This is an optimization exercise on Yosys and OpenROAD, whose aim is small area and a short achievable clock period, not a production implementation.
Where RTL was checked, it was by simulation tests only, not by an equivalence proof against the original.
Power and IR drop assume default switching activity.

==> flow/design.v (excerpt) <==
module alu_d #(parameter N = 32)
(
  input clk, rst,
  input [1:0] inp_valid,
  input mode,
  input [3:0] cmd,
  input ce, cin,
  input [N-1:0] opa, opb,
  output reg err, g, l, e,
  output oflow, cout,
  output [(2*N-1):0] res
);
Size in the first run: ~3,900 cells after synthesis, about 270 flip-flops, about 150 I/O pins, about 37,000 sq um of cells after synthesis.
clock: 11.0 ns
lec_check: 0
abc_clock_period_in_ps: 5000
cap_margin: 20
core_margin: 2
core_utilization: 40
cts_cluster_diameter: 60
cts_cluster_size: 10
place_density: 0.6
setup_slack_margin: 5
slew_margin: 20
standard.sh (not shown) runs the stock make flow with config.mk's settings and CLKGATE_MAP_FILE= SYNTH_SCRIPT=/design/flow/synth_recipe.tcl, a recipe that flattens the netlist after the stock synthesis.
==> flow/flow/run.sh <==
#!/bin/bash
# The standard layout, with the port buffers made of a plain buffer cell
# (buf_2) instead of the delay-cell buffers buffer_ports picks by default.
set -o pipefail
export BUFFER_PORTS_ARGS="-buffer_cell sky130_fd_sc_hd__buf_2"
bash standard.sh > standard.log 2>&1
The baseline went through all stages and came out clean.
==> next run, changes <==
SETUP_SLACK_MARGIN = 4   (was 5)
The new run completed with no timing, DRC or antenna violations; sequential power stays flat; count of clock-buffer cells in the layout stays the same; wire length hardly moves; sequential cell count does not change; design area is about the same.
No run of this note included a check of the RTL's function; only the layout flow was run.


## job 4937
Another version of the RTL of alu_d (not shown whole).
Size: about 4500 cells after synthesis, about 250 flip-flops, ~150 I/O pins.
==> flow/design.v (excerpt) <==
module alu_d #(parameter N = 32)
(
  input clk, rst,
  input [1:0] inp_valid,
  input mode,
  input [3:0] cmd,
  input ce, cin,
  input [N-1:0] opa, opb,
  output reg err, g, l, e,
  output oflow, cout,
  output [(2*N-1):0] res
);
  wire go   = ce & ~rst;
  wire v3   = inp_valid[0] & inp_valid[1];
  wire va   = inp_valid[0];
  wire vb   = inp_valid[1];
  wire c0   = (cmd == 4'd0),  c1 = (cmd == 4'd1),  c2 = (cmd == 4'd2),  c3 = (cmd == 4'd3);
  wire c4   = (cmd == 4'd4),  c5 = (cmd == 4'd5),  c6 = (cmd == 4'd6),  c7 = (cmd == 4'd7);
  wire c8   = (cmd == 4'd8),  c9 = (cmd == 4'd9),  c10 = (cmd == 4'd10), c11 = (cmd == 4'd11);
  wire c12  = (cmd == 4'd12), c13 = (cmd == 4'd13);
  wire u_add  = mode & c0,   u_sub  = mode & c1,   u_adc  = mode & c2,   u_sbc  = mode & c3;
  wire u_inca = mode & c4,   u_deca = mode & c5,   u_incb = mode & c6,   u_decb = mode & c7;
  wire u_cmp  = mode & c8,   u_mul  = mode & c9,   u_mul1 = mode & c10,  u_sadd = mode & c11;
  wire u_ssub = mode & c12;
  wire u_and  = ~mode & c0,  u_nand = ~mode & c1,  u_or   = ~mode & c2,  u_nor  = ~mode & c3;
  wire u_xor  = ~mode & c4,  u_xnor = ~mode & c5,  u_nota = ~mode & c6,  u_notb = ~mode & c7;
  wire u_shra = ~mode & c8,  u_shrb = ~mode & c9,  u_shla = ~mode & c10, u_shlb = ~mode & c11;
  wire u_rol  = ~mode & c12, u_ror  = ~mode & c13;
  wire m_add  = go & u_add  & v3;
  wire m_sub  = go & u_sub  & v3;
  wire m_adc  = go & u_adc  & v3;
  wire m_sbc  = go & u_sbc  & v3;
  wire m_inca = go & u_inca & va;
  wire m_deca = go & u_deca & va;
  wire m_incb = go & u_incb & vb;
  ...
Settings: LEC_CHECK=0, ABC_AREA=1, CAP_MARGIN=20, CORE_MARGIN=2, CORE_UTILIZATION=40, CTS_BUF_LIST=sky130_fd_sc_hd__clkbuf_8 sky130_fd_sc_hd__clkbuf_16, CTS_CLUSTER_DIAMETER=60, CTS_CLUSTER_SIZE=10, PLACE_DENSITY=0.6, SLEW_MARGIN=20; clock period 11.0 ns.
==> flow/flow/run.sh <==
#!/bin/bash
# The standard layout, with the port buffers made of a plain buffer cell
# (buf_1) instead of the delay-cell buffers buffer_ports picks by default,
# and timing repair aimed at a larger setup slack.
set -o pipefail
export BUFFER_PORTS_ARGS="-buffer_cell sky130_fd_sc_hd__buf_1"
export SETUP_SLACK_MARGIN=6
bash standard.sh > standard.log 2>&1
Job 4937: all stages complete, timing, DRC and antenna checks passed
--- input diff job 4937..job 5776 ---
- CTS_BUF_LIST changed from sky130_fd_sc_hd__clkbuf_8 sky130_fd_sc_hd__clkbuf_16 to sky130_fd_sc_hd__clkbuf_8
-- flow/flow/run.sh --
<<< job 4937, line 7
export SETUP_SLACK_MARGIN=6
>>> job 5776, line 7
export SETUP_SLACK_MARGIN=6.3
--- outcome ---
Of job 5776 and job 4937, it is job 5776 that has the higher net load switching power. Looking at final cycle utilization of the critical path, job 5776 sits 2.0 points lower than job 4937 does. The lower setup slack of job 4937 and job 5776 is in job 4937. The shortest period the worst path allows number comes out lower for job 5776 vs job 4937. Between job 4937 and job 5776, final standard cell area without fillers is lower for job 4937, job 5776 comes in above that.
Inputs modified between job 5776 and job 2817:
==> flow/flow/run.sh <==
#!/bin/bash
# The standard layout, with the port buffers made of a plain buffer cell
# (buf_2) instead of the delay-cell buffers buffer_ports picks by default,
# and timing repair aimed at a larger setup slack.
set -o pipefail
export BUFFER_PORTS_ARGS="-buffer_cell sky130_fd_sc_hd__buf_2"
export SETUP_SLACK_MARGIN=6
bash standard.sh > standard.log 2>&1
[summary]
Compared with job 5776, in job 2817 net switching power figure now smaller; stage delay of the slowest cell on the critical path now sits higher; aggregate routed wire length fell by 2.0 mm. Job 2817 reports its critical path capture point as s_r[46] while job 5776 reports res[38].
The inputs of job 5256 differ from those of job 2817 as listed below.
-- flow/flow/run.sh --
<<< job 2817, line 3
# (buf_2) instead of the delay-cell buffers buffer_ports picks by default,
>>> job 5256, line 3
# (buf_1) instead of the delay-cell buffers buffer_ports picks by default,
<<< job 2817, line 6
export BUFFER_PORTS_ARGS="-buffer_cell sky130_fd_sc_hd__buf_2"
>>> job 5256, line 6
export BUFFER_PORTS_ARGS="-buffer_cell sky130_fd_sc_hd__buf_1"
--- outcome ---
Between job 5256 and job 2817, final weighted congestion of routability-driven global placement is lower for job 5256, job 2817 comes in above that. Compared job 2817 against job 5256; final clock period utilization by the worst path within noise. NOTE sum of internal, switching and leakage power job 2817->job 5256 decreased slightly. Job 2817 -> job 5256: worst hold path depth delta 0, exact match.
Inputs modified between job 5256 and job 3047:
-- flow/flow/run.sh --
<<< job 5256, line 7
export SETUP_SLACK_MARGIN=6
>>> job 3047, line 7
export SETUP_SLACK_MARGIN=5.85
Notes after the runs:
[compare] base=job 5256 new=job 3047: first-pass detailed-route iteration total rose by 3, wire length stayed essentially flat, logic depth of the worst register-to-register path rose by 2.
Looking at job 5256 and job 3047, the global-route usage over all layers is a wash.
Result: PASS for each of job 5256 and job 3047
As far as count of endpoints failing hold in the final timing report goes, job 3047 and job 5256 are indistinguishable; the numbers are identical.
Final area, job 5256 and job 3047, lower one = job 3047.
Job 3047 ended up with sky130_fd_sc_hd__buf_4 as its critical-path cell with the highest stage delay; job 5256 ended up with sky130_fd_sc_hd__dfxtp_2.
~same clock skew in job 5256 and job 3047

re-timing with driven ports:
The flow's constraints put no driver on any port. The routed layouts listed below were extracted and timed again, unchanged, in two steps.
Step 1, drivers: a clkbuf_16 drives clk and a buf_2 each remaining input, both assumed.
Step 2 times the ports against the registers' clock, not the clock port: input delays grow and output delays shrink by t, the midpoint of the rising clock arrivals with the driver on.
Slacks: ideal ports / drivers / drivers and shift; pairs: ideal ports / drivers.
| run | t, ns | setup WS [ns] | slew at the worst register clock pin (ns) | worst slew at a driven data input, ns |
|---|---|---|---|---|
| the first run of note 1 | 0.638 | 5.084 / 5.016 / 5.644 | 0.06 / 0.06 | 0.07 |
| the second run of note 1 | 0.637 | 4.447 / 4.379 / 5.017 | 0.06 / 0.06 | 0.07 |
| job 4937 | 0.625 | 6.080 / 6.065 / 5.894 | 0.05 / 0.05 | 0.05 |
| job 5776 | 0.684 | 6.301 / 6.237 / 5.878 | 0.07 / 0.07 | 0.05 |
| job 2817 | 0.712 | 6.085 / 6.076 / 6.054 | 0.08 / 0.08 | 0.04 |
| job 5256 | 0.675 | 6.096 / 6.080 / 5.912 | 0.07 / 0.07 | 0.04 |
| job 3047 | 0.674 | 5.946 / 5.946 / 5.923 | 0.07 / 0.07 | 0.05 |
After both steps setup and hold are still met in every run listed. For job 5776, which loses most, drivers alone change the setup slack by -0.064 ns; drivers and shift together by -0.423 ns.
